Background: an optimization exercise with open tools, aiming at small area. Do not read the settings as production practice.
At most, simulation tests tie the RTL to the original design; equivalence was not proved.

==> run a: inputs <==
Design Systolic_Array, start of the top module:
module Systolic_Array #(parameter data_width=8) (
  input  logic                      i_clk     , i_rst,
  input  logic [data_width-1:0]     i_Cell_A1 , i_Cell_A4,i_Cell_A7,
  input  logic [data_width-1:0]     i_Cell_B1 , i_Cell_B2,i_Cell_B3,
  output logic [(data_width*2):0]   o_cell_1  , o_cell_2 , o_cell_3 , o_cell_4 , o_cell_5, o_cell_6 , o_cell_7, o_cell_8, o_cell_9
);
Settings: LEC_CHECK=0, CAP_MARGIN=20, CORE_MARGIN=2, CORE_UTILIZATION=78, GPL_TIMING_DRIVEN=0, SLEW_MARGIN=20; clock period 5.2 ns.
standard.sh (not shown) runs the stock make flow with config.mk's settings and CLKGATE_MAP_FILE= SYNTH_SCRIPT=/design/flow/synth_recipe.tcl, a recipe that flattens the netlist after the stock synthesis.
==> flow/flow/run.sh <==
#!/bin/bash
# Layout flow: the standard ORFS flow (standard.sh), with these changes:
#  - synthesis maps the design's SA_* gate modules one-to-one onto library cells
#    (flow/gatemap.tcl, run as ORFS's SYNTH_CANONICALIZE_TCL hook);
#  - ports are buffered with sky130_fd_sc_hd__buf_1;
#  - clock tree: clkbuf_4 buffers, sink clusters of up to CLUSTER sinks, no dummy loads;
#  - the largest buffers and inverters are added to the platform's don't-use list, so that
#    repair builds the reset tree from smaller buffers.
# Each ORFS step writes its full log under orfs/logs/; make's own output goes to flow_make.log.
set -euo pipefail
W=$(pwd)
CLUSTER=9
DIAMETER=50
PLAT_DU=$(make -s -C "$FLOW_HOME" DESIGN_CONFIG="$W/config.mk" WORK_HOME="$W/orfs" print-DONT_USE_CELLS | sed -n 's/^DONT_USE_CELLS: //p')
EXTRA_DU="sky130_fd_sc_hd__buf_8 sky130_fd_sc_hd__buf_12 sky130_fd_sc_hd__buf_16 sky130_fd_sc_hd__bufbuf_8 sky130_fd_sc_hd__bufbuf_16 sky130_fd_sc_hd__bufinv_8 sky130_fd_sc_hd__bufinv_16 sky130_fd_sc_hd__inv_12 sky130_fd_sc_hd__inv_16 sky130_fd_sc_hd__clkinv_16 sky130_fd_sc_hd__clkbuf_16"
bash standard.sh \
  "SYNTH_CANONICALIZE_TCL=$W/flow/gatemap.tcl" \
  "BUFFER_PORTS_ARGS=-buffer_cell sky130_fd_sc_hd__buf_1" \
  "CTS_ARGS=-sink_clustering_enable -repair_clock_nets -buf_list sky130_fd_sc_hd__clkbuf_4 -sink_clustering_size $CLUSTER -sink_clustering_max_diameter $DIAMETER -dont_use_dummy_load" \
  "DONT_USE_CELLS=$PLAT_DU $EXTRA_DU" \
  finish > "$W/flow_make.log" 2>&1
==> flow/flow/gatemap.tcl <==
# Map the design's gate modules (SA_*) one-to-one onto library cells of the same function.
foreach {m c} {
  SA_FA    sky130_fd_sc_hd__fa_1
  SA_HA    sky130_fd_sc_hd__ha_1
  SA_NOR2  sky130_fd_sc_hd__nor2_1
  SA_NAND2 sky130_fd_sc_hd__nand2_1
  SA_AOI21 sky130_fd_sc_hd__a21oi_1
  SA_OAI21 sky130_fd_sc_hd__o21ai_1
  SA_XOR2  sky130_fd_sc_hd__xor2_1
  SA_XNOR2 sky130_fd_sc_hd__xnor2_1
  SA_NOR2B sky130_fd_sc_hd__nor2b_1
  SA_INV   sky130_fd_sc_hd__inv_1
} {
  chtype -map $m $c
  delete $m
}
hierarchy -check -top $::env(DESIGN_NAME)
==> run b (differences from run a) <==
--- a/flow/design.v
+++ b/flow/design.v
@@ -204,96 +204,96 @@
   wire c163;
   SA_FA u164 (.A(pp37), .B(pp51), .CIN(pp65), .SUM(s162), .COUT(c163));
   wire s165;
   wire c166;
   SA_FA u167 (.A(c148), .B(s159), .CIN(s162), .SUM(s165), .COUT(c166));
   wire s168;
   wire c169;
-  SA_FA u170 (.A(c151), .B(s165), .CIN(c154), .SUM(s168), .COUT(c169));
+  SA_HA u170 (.A(c151), .B(s165), .SUM(s168), .COUT(c169));
   wire s171;
   wire k172;
-  SA_XOR2 u173 (.A(s168), .B(c157), .X(s171));
-  SA_NAND2 u174 (.A(s168), .B(c157), .Y(k172));
-  wire s175;
-  wire c176;
-  SA_FA u177 (.A(acc[5]), .B(pp11), .CIN(pp25), .SUM(s175), .COUT(c176));
+  wire p173;
+  wire g174;
+  SA_HA u175 (.A(c154), .B(s168), .SUM(p173), .COUT(g174));
+  SA_AOI21 u176 (.A1(p173), .A2(c157), .B1(g174), .Y(k172));
+  SA_XOR2 u177 (.A(p173), .B(c157), .X(s171));
   wire s178;
   wire c179;
-  SA_FA u180 (.A(pp39), .B(pp53), .CIN(pp67), .SUM(s178), .COUT(c179));
+  SA_FA u180 (.A(acc[5]), .B(pp11), .CIN(pp25), .SUM(s178), .COUT(c179));
   wire s181;
   wire c182;
-  SA_FA u183 (.A(pp81), .B(c160), .CIN(c163), .SUM(s181), .COUT(c182));
+  SA_FA u183 (.A(pp39), .B(pp53), .CIN(pp67), .SUM(s181), .COUT(c182));
   wire s184;
   wire c185;
-  SA_FA u186 (.A(s175), .B(s178), .CIN(s181), .SUM(s184), .COUT(c185));
+  SA_FA u186 (.A(pp81), .B(c160), .CIN(c163), .SUM(s184), .COUT(c185));
   wire s187;
   wire c188;
-  SA_HA u189 (.A(c166), .B(s184), .SUM(s187), .COUT(c188));
+  SA_FA u189 (.A(s178), .B(s181), .CIN(s184), .SUM(s187), .COUT(c188));
   wire s190;
-  wire k191;
-  wire ng192;
-  wire np193;
-  SA_NAND2 u194 (.A(c169), .B(s187), .Y(ng192));
-  SA_XNOR2 u195 (.A(c169), .B(s187), .Y(np193));
-  SA_OAI21 u196 (.A1(np193), .A2(k172), .B1(ng192), .Y(k191));
-  SA_XOR2 u197 (.A(np193), .B(k172), .X(s190));
-  wire s198;
-  wire c199;
-  SA_FA u200 (.A(acc[6]), .B(pp13), .CIN(pp27), .SUM(s198), .COUT(c199));
+  wire c191;
+  SA_HA u192 (.A(c166), .B(c169), .SUM(s190), .COUT(c191));
+  wire s193;
+  wire k194;
+  wire ng195;
+  wire np196;
+  SA_NAND2 u197 (.A(s187), .B(s190), .Y(ng195));
+  SA_XNOR2 u198 (.A(s187), .B(s190), .Y(np196));
+  SA_OAI21 u199 (.A1(np196), .A2(k172), .B1(ng195), .Y(k194));
+  SA_XOR2 u200 (.A(np196), .B(k172), .X(s193));
   wire s201;
   wire c202;
-  SA_FA u203 (.A(pp41), .B(pp55), .CIN(pp69), .SUM(s201), .COUT(c202));
+  SA_FA u203 (.A(acc[6]), .B(pp13), .CIN(pp27), .SUM(s201), .COUT(c202));
   wire s204;
   wire c205;
-  SA_FA u206 (.A(pp83), .B(pp97), .CIN(c176), .SUM(s204), .COUT(c205));
+  SA_FA u206 (.A(pp41), .B(pp55), .CIN(pp69), .SUM(s204), .COUT(c205));
   wire s207;
   wire c208;
-  SA_FA u209 (.A(c179), .B(s198), .CIN(s201), .SUM(s207), .COUT(c208));
+  SA_FA u209 (.A(pp83), .B(pp97), .CIN(c179), .SUM(s207), .COUT(c208));
   wire s210;
   wire c211;
-  SA_FA u212 (.A(c182), .B(s204), .CIN(s207), .SUM(s210), .COUT(c211));
+  SA_FA u212 (.A(c182), .B(s201), .CIN(s204), .SUM(s210), .COUT(c211));
   wire s213;
   wire c214;
-  SA_HA u215 (.A(c185), .B(s210), .SUM(s213), .COUT(c214));
+  SA_FA u215 (.A(c185), .B(s207), .CIN(s210), .SUM(s213), .COUT(c214));
   wire s216;
-  wire k217;
-  wire p218;
-  wire g219;
-  SA_HA u220 (.A(c188), .B(s213), .SUM(p218), .COUT(g219));
-  SA_AOI21 u221 (.A1(p218), .A2(k191), .B1(g219), .Y(k217));
-  SA_XOR2 u222 (.A(p218), .B(k191), .X(s216));
+  wire c217;
+  SA_FA u218 (.A(c188), .B(c191), .CIN(s213), .SUM(s216), .COUT(c217));
+  wire s219;
+  wire k220;
+  SA_XOR2 u221 (.A(s216), .B(k194), .X(s219));
+  SA_NAND2 u222 (.A(s216), .B(k194), .Y(k220));
   wire s223;
   wire c224;
   SA_FA u225 (.A(acc[7]), .B(pp15), .CIN(pp29), .SUM(s223), .COUT(c224));
   wire s226;
   wire c227;
   SA_FA u228 (.A(pp43), .B(pp57), .CIN(pp71), .SUM(s226), .COUT(c227));
   wire s229;
   wire c230;
   SA_FA u231 (.A(pp85), .B(pp99), .CIN(pp113), .SUM(s229), .COUT(c230));
   wire s232;
   wire c233;
-  SA_FA u234 (.A(c199), .B(c202), .CIN(s223), .SUM(s232), .COUT(c233));
+  SA_FA u234 (.A(c202), .B(c205), .CIN(s223), .SUM(s232), .COUT(c233));
   wire s235;
   wire c236;
-  SA_FA u237 (.A(s226), .B(s229), .CIN(c205), .SUM(s235), .COUT(c236));
+  SA_FA u237 (.A(s226), .B(s229), .CIN(c208), .SUM(s235), .COUT(c236));
   wire s238;
   wire c239;
-  SA_FA u240 (.A(c208), .B(s232), .CIN(s235), .SUM(s238), .COUT(c239));
+  SA_FA u240 (.A(c211), .B(s232), .CIN(s235), .SUM(s238), .COUT(c239));
   wire s241;
   wire c242;
-  SA_HA u243 (.A(c211), .B(c214), .SUM(s241), .COUT(c242));
+  SA_HA u243 (.A(c214), .B(s238), .SUM(s241), .COUT(c242));
   wire s244;
   wire k245;
   wire ng246;
   wire np247;
-  SA_NAND2 u248 (.A(s238), .B(s241), .Y(ng246));
-  SA_XNOR2 u249 (.A(s238), .B(s241), .Y(np247));
-  SA_OAI21 u250 (.A1(np247), .A2(k217), .B1(ng246), .Y(k245));
-  SA_XOR2 u251 (.A(np247), .B(k217), .X(s244));
+  SA_NAND2 u248 (.A(c217), .B(s241), .Y(ng246));
+  SA_XNOR2 u249 (.A(c217), .B(s241), .Y(np247));
+  SA_OAI21 u250 (.A1(np247), .A2(k220), .B1(ng246), .Y(k245));
+  SA_XOR2 u251 (.A(np247), .B(k220), .X(s244));
   wire s252;
   wire c253;
   SA_FA u254 (.A(acc[8]), .B(pp31), .CIN(pp45), .SUM(s252), .COUT(c253));
   wire s255;
   wire c256;
   SA_FA u257 (.A(pp59), .B(pp73), .CIN(pp87), .SUM(s255), .COUT(c256));
   wire s258;
@@ -306,15 +306,15 @@
   wire c265;
   SA_FA u266 (.A(s255), .B(s258), .CIN(c233), .SUM(s264), .COUT(c265));
   wire s267;
   wire c268;
   SA_FA u269 (.A(s261), .B(c236), .CIN(s264), .SUM(s267), .COUT(c268));
   wire s270;
   wire c271;
-  SA_FA u272 (.A(c239), .B(c242), .CIN(s267), .SUM(s270), .COUT(c271));
+  SA_FA u272 (.A(c239), .B(s267), .CIN(c242), .SUM(s270), .COUT(c271));
   wire s273;
   wire k274;
   SA_XOR2 u275 (.A(s270), .B(k245), .X(s273));
   SA_NAND2 u276 (.A(s270), .B(k245), .Y(k274));
   wire s277;
   wire c278;
   SA_FA u279 (.A(acc[9]), .B(pp47), .CIN(pp61), .SUM(s277), .COUT(c278));
@@ -429,15 +429,15 @@
   wire np388;
   SA_NAND2 u389 (.A(acc[15]), .B(c376), .Y(ng387));
   SA_XNOR2 u390 (.A(acc[15]), .B(c376), .Y(np388));
   SA_OAI21 u391 (.A1(np388), .A2(k379), .B1(ng387), .Y(k386));
   SA_XOR2 u392 (.A(np388), .B(k379), .X(s385));
   wire s393;
   SA_XOR2 u394 (.A(acc[16]), .B(k386), .X(s393));
-  wire [16:0] nxt = {s393, s385, s378, s367, s354, s337, s318, s295, s273, s244, s216, s190, s171, s156, s144, s135, s129};
+  wire [16:0] nxt = {s393, s385, s378, s367, s354, s337, s318, s295, s273, s244, s219, s193, s171, s156, s144, s135, s129};
   always @(posedge i_clk or posedge i_rst)
     if (i_rst) begin
       o_right_n    <= 8'hff;
       o_down_n     <= 8'hff;
       o_Cell_Value <= 17'd0;
     end else begin
       o_right_n    <= i_Left_n;
--- a/flow/flow/run.sh
+++ b/flow/flow/run.sh
@@ -5,15 +5,15 @@
 #  - ports are buffered with sky130_fd_sc_hd__buf_1;
 #  - clock tree: clkbuf_4 buffers, sink clusters of up to CLUSTER sinks, no dummy loads;
 #  - the largest buffers and inverters are added to the platform's don't-use list, so that
 #    repair builds the reset tree from smaller buffers.
 # Each ORFS step writes its full log under orfs/logs/; make's own output goes to flow_make.log.
 set -euo pipefail
 W=$(pwd)
-CLUSTER=9
+CLUSTER=8
 DIAMETER=50
 PLAT_DU=$(make -s -C "$FLOW_HOME" DESIGN_CONFIG="$W/config.mk" WORK_HOME="$W/orfs" print-DONT_USE_CELLS | sed -n 's/^DONT_USE_CELLS: //p')
 EXTRA_DU="sky130_fd_sc_hd__buf_8 sky130_fd_sc_hd__buf_12 sky130_fd_sc_hd__buf_16 sky130_fd_sc_hd__bufbuf_8 sky130_fd_sc_hd__bufbuf_16 sky130_fd_sc_hd__bufinv_8 sky130_fd_sc_hd__bufinv_16 sky130_fd_sc_hd__inv_12 sky130_fd_sc_hd__inv_16 sky130_fd_sc_hd__clkinv_16 sky130_fd_sc_hd__clkbuf_16"
 bash standard.sh \
   "SYNTH_CANONICALIZE_TCL=$W/flow/gatemap.tcl" \
   "BUFFER_PORTS_ARGS=-buffer_cell sky130_fd_sc_hd__buf_1" \
   "CTS_ARGS=-sink_clustering_enable -repair_clock_nets -buf_list sky130_fd_sc_hd__clkbuf_4 -sink_clustering_size $CLUSTER -sink_clustering_max_diameter $DIAMETER -dont_use_dummy_load" \
- CORE_UTILIZATION: 78 -> 80
==> run c (differences from run a) <==
--- a/flow/design.v
+++ b/flow/design.v
@@ -204,96 +204,96 @@
   wire c163;
   SA_FA u164 (.A(pp37), .B(pp51), .CIN(pp65), .SUM(s162), .COUT(c163));
   wire s165;
   wire c166;
   SA_FA u167 (.A(c148), .B(s159), .CIN(s162), .SUM(s165), .COUT(c166));
   wire s168;
   wire c169;
-  SA_FA u170 (.A(c151), .B(s165), .CIN(c154), .SUM(s168), .COUT(c169));
+  SA_HA u170 (.A(c151), .B(s165), .SUM(s168), .COUT(c169));
   wire s171;
   wire k172;
-  SA_XOR2 u173 (.A(s168), .B(c157), .X(s171));
-  SA_NAND2 u174 (.A(s168), .B(c157), .Y(k172));
-  wire s175;
-  wire c176;
-  SA_FA u177 (.A(acc[5]), .B(pp11), .CIN(pp25), .SUM(s175), .COUT(c176));
+  wire p173;
+  wire g174;
+  SA_HA u175 (.A(c154), .B(s168), .SUM(p173), .COUT(g174));
+  SA_AOI21 u176 (.A1(p173), .A2(c157), .B1(g174), .Y(k172));
+  SA_XOR2 u177 (.A(p173), .B(c157), .X(s171));
   wire s178;
   wire c179;
-  SA_FA u180 (.A(pp39), .B(pp53), .CIN(pp67), .SUM(s178), .COUT(c179));
+  SA_FA u180 (.A(acc[5]), .B(pp11), .CIN(pp25), .SUM(s178), .COUT(c179));
   wire s181;
   wire c182;
-  SA_FA u183 (.A(pp81), .B(c160), .CIN(c163), .SUM(s181), .COUT(c182));
+  SA_FA u183 (.A(pp39), .B(pp53), .CIN(pp67), .SUM(s181), .COUT(c182));
   wire s184;
   wire c185;
-  SA_FA u186 (.A(s175), .B(s178), .CIN(s181), .SUM(s184), .COUT(c185));
+  SA_FA u186 (.A(pp81), .B(c160), .CIN(c163), .SUM(s184), .COUT(c185));
   wire s187;
   wire c188;
-  SA_HA u189 (.A(c166), .B(s184), .SUM(s187), .COUT(c188));
+  SA_FA u189 (.A(s178), .B(s181), .CIN(s184), .SUM(s187), .COUT(c188));
   wire s190;
-  wire k191;
-  wire ng192;
-  wire np193;
-  SA_NAND2 u194 (.A(c169), .B(s187), .Y(ng192));
-  SA_XNOR2 u195 (.A(c169), .B(s187), .Y(np193));
-  SA_OAI21 u196 (.A1(np193), .A2(k172), .B1(ng192), .Y(k191));
-  SA_XOR2 u197 (.A(np193), .B(k172), .X(s190));
-  wire s198;
-  wire c199;
-  SA_FA u200 (.A(acc[6]), .B(pp13), .CIN(pp27), .SUM(s198), .COUT(c199));
+  wire c191;
+  SA_HA u192 (.A(c166), .B(c169), .SUM(s190), .COUT(c191));
+  wire s193;
+  wire k194;
+  wire ng195;
+  wire np196;
+  SA_NAND2 u197 (.A(s187), .B(s190), .Y(ng195));
+  SA_XNOR2 u198 (.A(s187), .B(s190), .Y(np196));
+  SA_OAI21 u199 (.A1(np196), .A2(k172), .B1(ng195), .Y(k194));
+  SA_XOR2 u200 (.A(np196), .B(k172), .X(s193));
   wire s201;
   wire c202;
-  SA_FA u203 (.A(pp41), .B(pp55), .CIN(pp69), .SUM(s201), .COUT(c202));
+  SA_FA u203 (.A(acc[6]), .B(pp13), .CIN(pp27), .SUM(s201), .COUT(c202));
   wire s204;
   wire c205;
-  SA_FA u206 (.A(pp83), .B(pp97), .CIN(c176), .SUM(s204), .COUT(c205));
+  SA_FA u206 (.A(pp41), .B(pp55), .CIN(pp69), .SUM(s204), .COUT(c205));
   wire s207;
   wire c208;
-  SA_FA u209 (.A(c179), .B(s198), .CIN(s201), .SUM(s207), .COUT(c208));
+  SA_FA u209 (.A(pp83), .B(pp97), .CIN(c179), .SUM(s207), .COUT(c208));
   wire s210;
   wire c211;
-  SA_FA u212 (.A(c182), .B(s204), .CIN(s207), .SUM(s210), .COUT(c211));
+  SA_FA u212 (.A(c182), .B(s201), .CIN(s204), .SUM(s210), .COUT(c211));
   wire s213;
   wire c214;
-  SA_HA u215 (.A(c185), .B(s210), .SUM(s213), .COUT(c214));
+  SA_FA u215 (.A(c185), .B(s207), .CIN(s210), .SUM(s213), .COUT(c214));
   wire s216;
-  wire k217;
-  wire p218;
-  wire g219;
-  SA_HA u220 (.A(c188), .B(s213), .SUM(p218), .COUT(g219));
-  SA_AOI21 u221 (.A1(p218), .A2(k191), .B1(g219), .Y(k217));
-  SA_XOR2 u222 (.A(p218), .B(k191), .X(s216));
+  wire c217;
+  SA_FA u218 (.A(c188), .B(c191), .CIN(s213), .SUM(s216), .COUT(c217));
+  wire s219;
+  wire k220;
+  SA_XOR2 u221 (.A(s216), .B(k194), .X(s219));
+  SA_NAND2 u222 (.A(s216), .B(k194), .Y(k220));
   wire s223;
   wire c224;
   SA_FA u225 (.A(acc[7]), .B(pp15), .CIN(pp29), .SUM(s223), .COUT(c224));
   wire s226;
   wire c227;
   SA_FA u228 (.A(pp43), .B(pp57), .CIN(pp71), .SUM(s226), .COUT(c227));
   wire s229;
   wire c230;
   SA_FA u231 (.A(pp85), .B(pp99), .CIN(pp113), .SUM(s229), .COUT(c230));
   wire s232;
   wire c233;
-  SA_FA u234 (.A(c199), .B(c202), .CIN(s223), .SUM(s232), .COUT(c233));
+  SA_FA u234 (.A(c202), .B(c205), .CIN(s223), .SUM(s232), .COUT(c233));
   wire s235;
   wire c236;
-  SA_FA u237 (.A(s226), .B(s229), .CIN(c205), .SUM(s235), .COUT(c236));
+  SA_FA u237 (.A(s226), .B(s229), .CIN(c208), .SUM(s235), .COUT(c236));
   wire s238;
   wire c239;
-  SA_FA u240 (.A(c208), .B(s232), .CIN(s235), .SUM(s238), .COUT(c239));
+  SA_FA u240 (.A(c211), .B(s232), .CIN(s235), .SUM(s238), .COUT(c239));
   wire s241;
   wire c242;
-  SA_HA u243 (.A(c211), .B(c214), .SUM(s241), .COUT(c242));
+  SA_HA u243 (.A(c214), .B(s238), .SUM(s241), .COUT(c242));
   wire s244;
   wire k245;
   wire ng246;
   wire np247;
-  SA_NAND2 u248 (.A(s238), .B(s241), .Y(ng246));
-  SA_XNOR2 u249 (.A(s238), .B(s241), .Y(np247));
-  SA_OAI21 u250 (.A1(np247), .A2(k217), .B1(ng246), .Y(k245));
-  SA_XOR2 u251 (.A(np247), .B(k217), .X(s244));
+  SA_NAND2 u248 (.A(c217), .B(s241), .Y(ng246));
+  SA_XNOR2 u249 (.A(c217), .B(s241), .Y(np247));
+  SA_OAI21 u250 (.A1(np247), .A2(k220), .B1(ng246), .Y(k245));
+  SA_XOR2 u251 (.A(np247), .B(k220), .X(s244));
   wire s252;
   wire c253;
   SA_FA u254 (.A(acc[8]), .B(pp31), .CIN(pp45), .SUM(s252), .COUT(c253));
   wire s255;
   wire c256;
   SA_FA u257 (.A(pp59), .B(pp73), .CIN(pp87), .SUM(s255), .COUT(c256));
   wire s258;
@@ -306,15 +306,15 @@
   wire c265;
   SA_FA u266 (.A(s255), .B(s258), .CIN(c233), .SUM(s264), .COUT(c265));
   wire s267;
   wire c268;
   SA_FA u269 (.A(s261), .B(c236), .CIN(s264), .SUM(s267), .COUT(c268));
   wire s270;
   wire c271;
-  SA_FA u272 (.A(c239), .B(c242), .CIN(s267), .SUM(s270), .COUT(c271));
+  SA_FA u272 (.A(c239), .B(s267), .CIN(c242), .SUM(s270), .COUT(c271));
   wire s273;
   wire k274;
   SA_XOR2 u275 (.A(s270), .B(k245), .X(s273));
   SA_NAND2 u276 (.A(s270), .B(k245), .Y(k274));
   wire s277;
   wire c278;
   SA_FA u279 (.A(acc[9]), .B(pp47), .CIN(pp61), .SUM(s277), .COUT(c278));
@@ -429,15 +429,15 @@
   wire np388;
   SA_NAND2 u389 (.A(acc[15]), .B(c376), .Y(ng387));
   SA_XNOR2 u390 (.A(acc[15]), .B(c376), .Y(np388));
   SA_OAI21 u391 (.A1(np388), .A2(k379), .B1(ng387), .Y(k386));
   SA_XOR2 u392 (.A(np388), .B(k379), .X(s385));
   wire s393;
   SA_XOR2 u394 (.A(acc[16]), .B(k386), .X(s393));
-  wire [16:0] nxt = {s393, s385, s378, s367, s354, s337, s318, s295, s273, s244, s216, s190, s171, s156, s144, s135, s129};
+  wire [16:0] nxt = {s393, s385, s378, s367, s354, s337, s318, s295, s273, s244, s219, s193, s171, s156, s144, s135, s129};
   always @(posedge i_clk or posedge i_rst)
     if (i_rst) begin
       o_right_n    <= 8'hff;
       o_down_n     <= 8'hff;
       o_Cell_Value <= 17'd0;
     end else begin
       o_right_n    <= i_Left_n;
==> run summary <==
In synthesized cell count, run a and run c do not differ.
Run a ran to the end with no violations. Run b completed with no timing, DRC or antenna violations. Run c produced a clean layout.
First-iteration DRC count: run c < run a < run b.
Routed wire length: run c < run a < run b.
In count of clock-buffer cells in the layout, run a and run c do not differ.
Against run b, the fmax of run c is higher by 0.54%.
Against run a, the critical path depth of run b is lower by 2.
Against run a, the register-to-register slack of run c is worse by 20 ps.
No functional check of the RTL was part of run a.

[separate check: timing with driven ports]
In the flow no input, the clock included, has a driving cell. The finished layouts below were timed again as built, in two steps. Step 1: set_driving_cell puts a clkbuf_16 on i_clk and a buf_2 on each other input, an assumption about the parent block. Step 2 moves the port delays by t, midway between the first and last clock arrival at a register: inputs arrive t later, outputs are due t later. That takes back most of the time a late clock gives input paths. a / b / c = ideal ports / drivers / drivers and shift; a / b = the first two.
| run | shift t [ns] | setup slack, ns | worst data-port slew with drivers (ns) | cell pins on the clock port's net |
|---|---|---|---|---|
| run a | 0.695 | 0.192 / 0.192 / -0.453 | 0.06 | 1 |
| run b | 0.703 | 0.144 / 0.144 / -0.487 | 0.04 | 1 |
| run c | 0.699 | 0.171 / 0.171 / -0.475 | 0.04 | 1 |
Met with ideal ports but missed after step 2: setup timing in every run listed. The setup slack of run c, which loses most, moves by 0.000 ns with the drivers and by -0.646 ns with both steps.
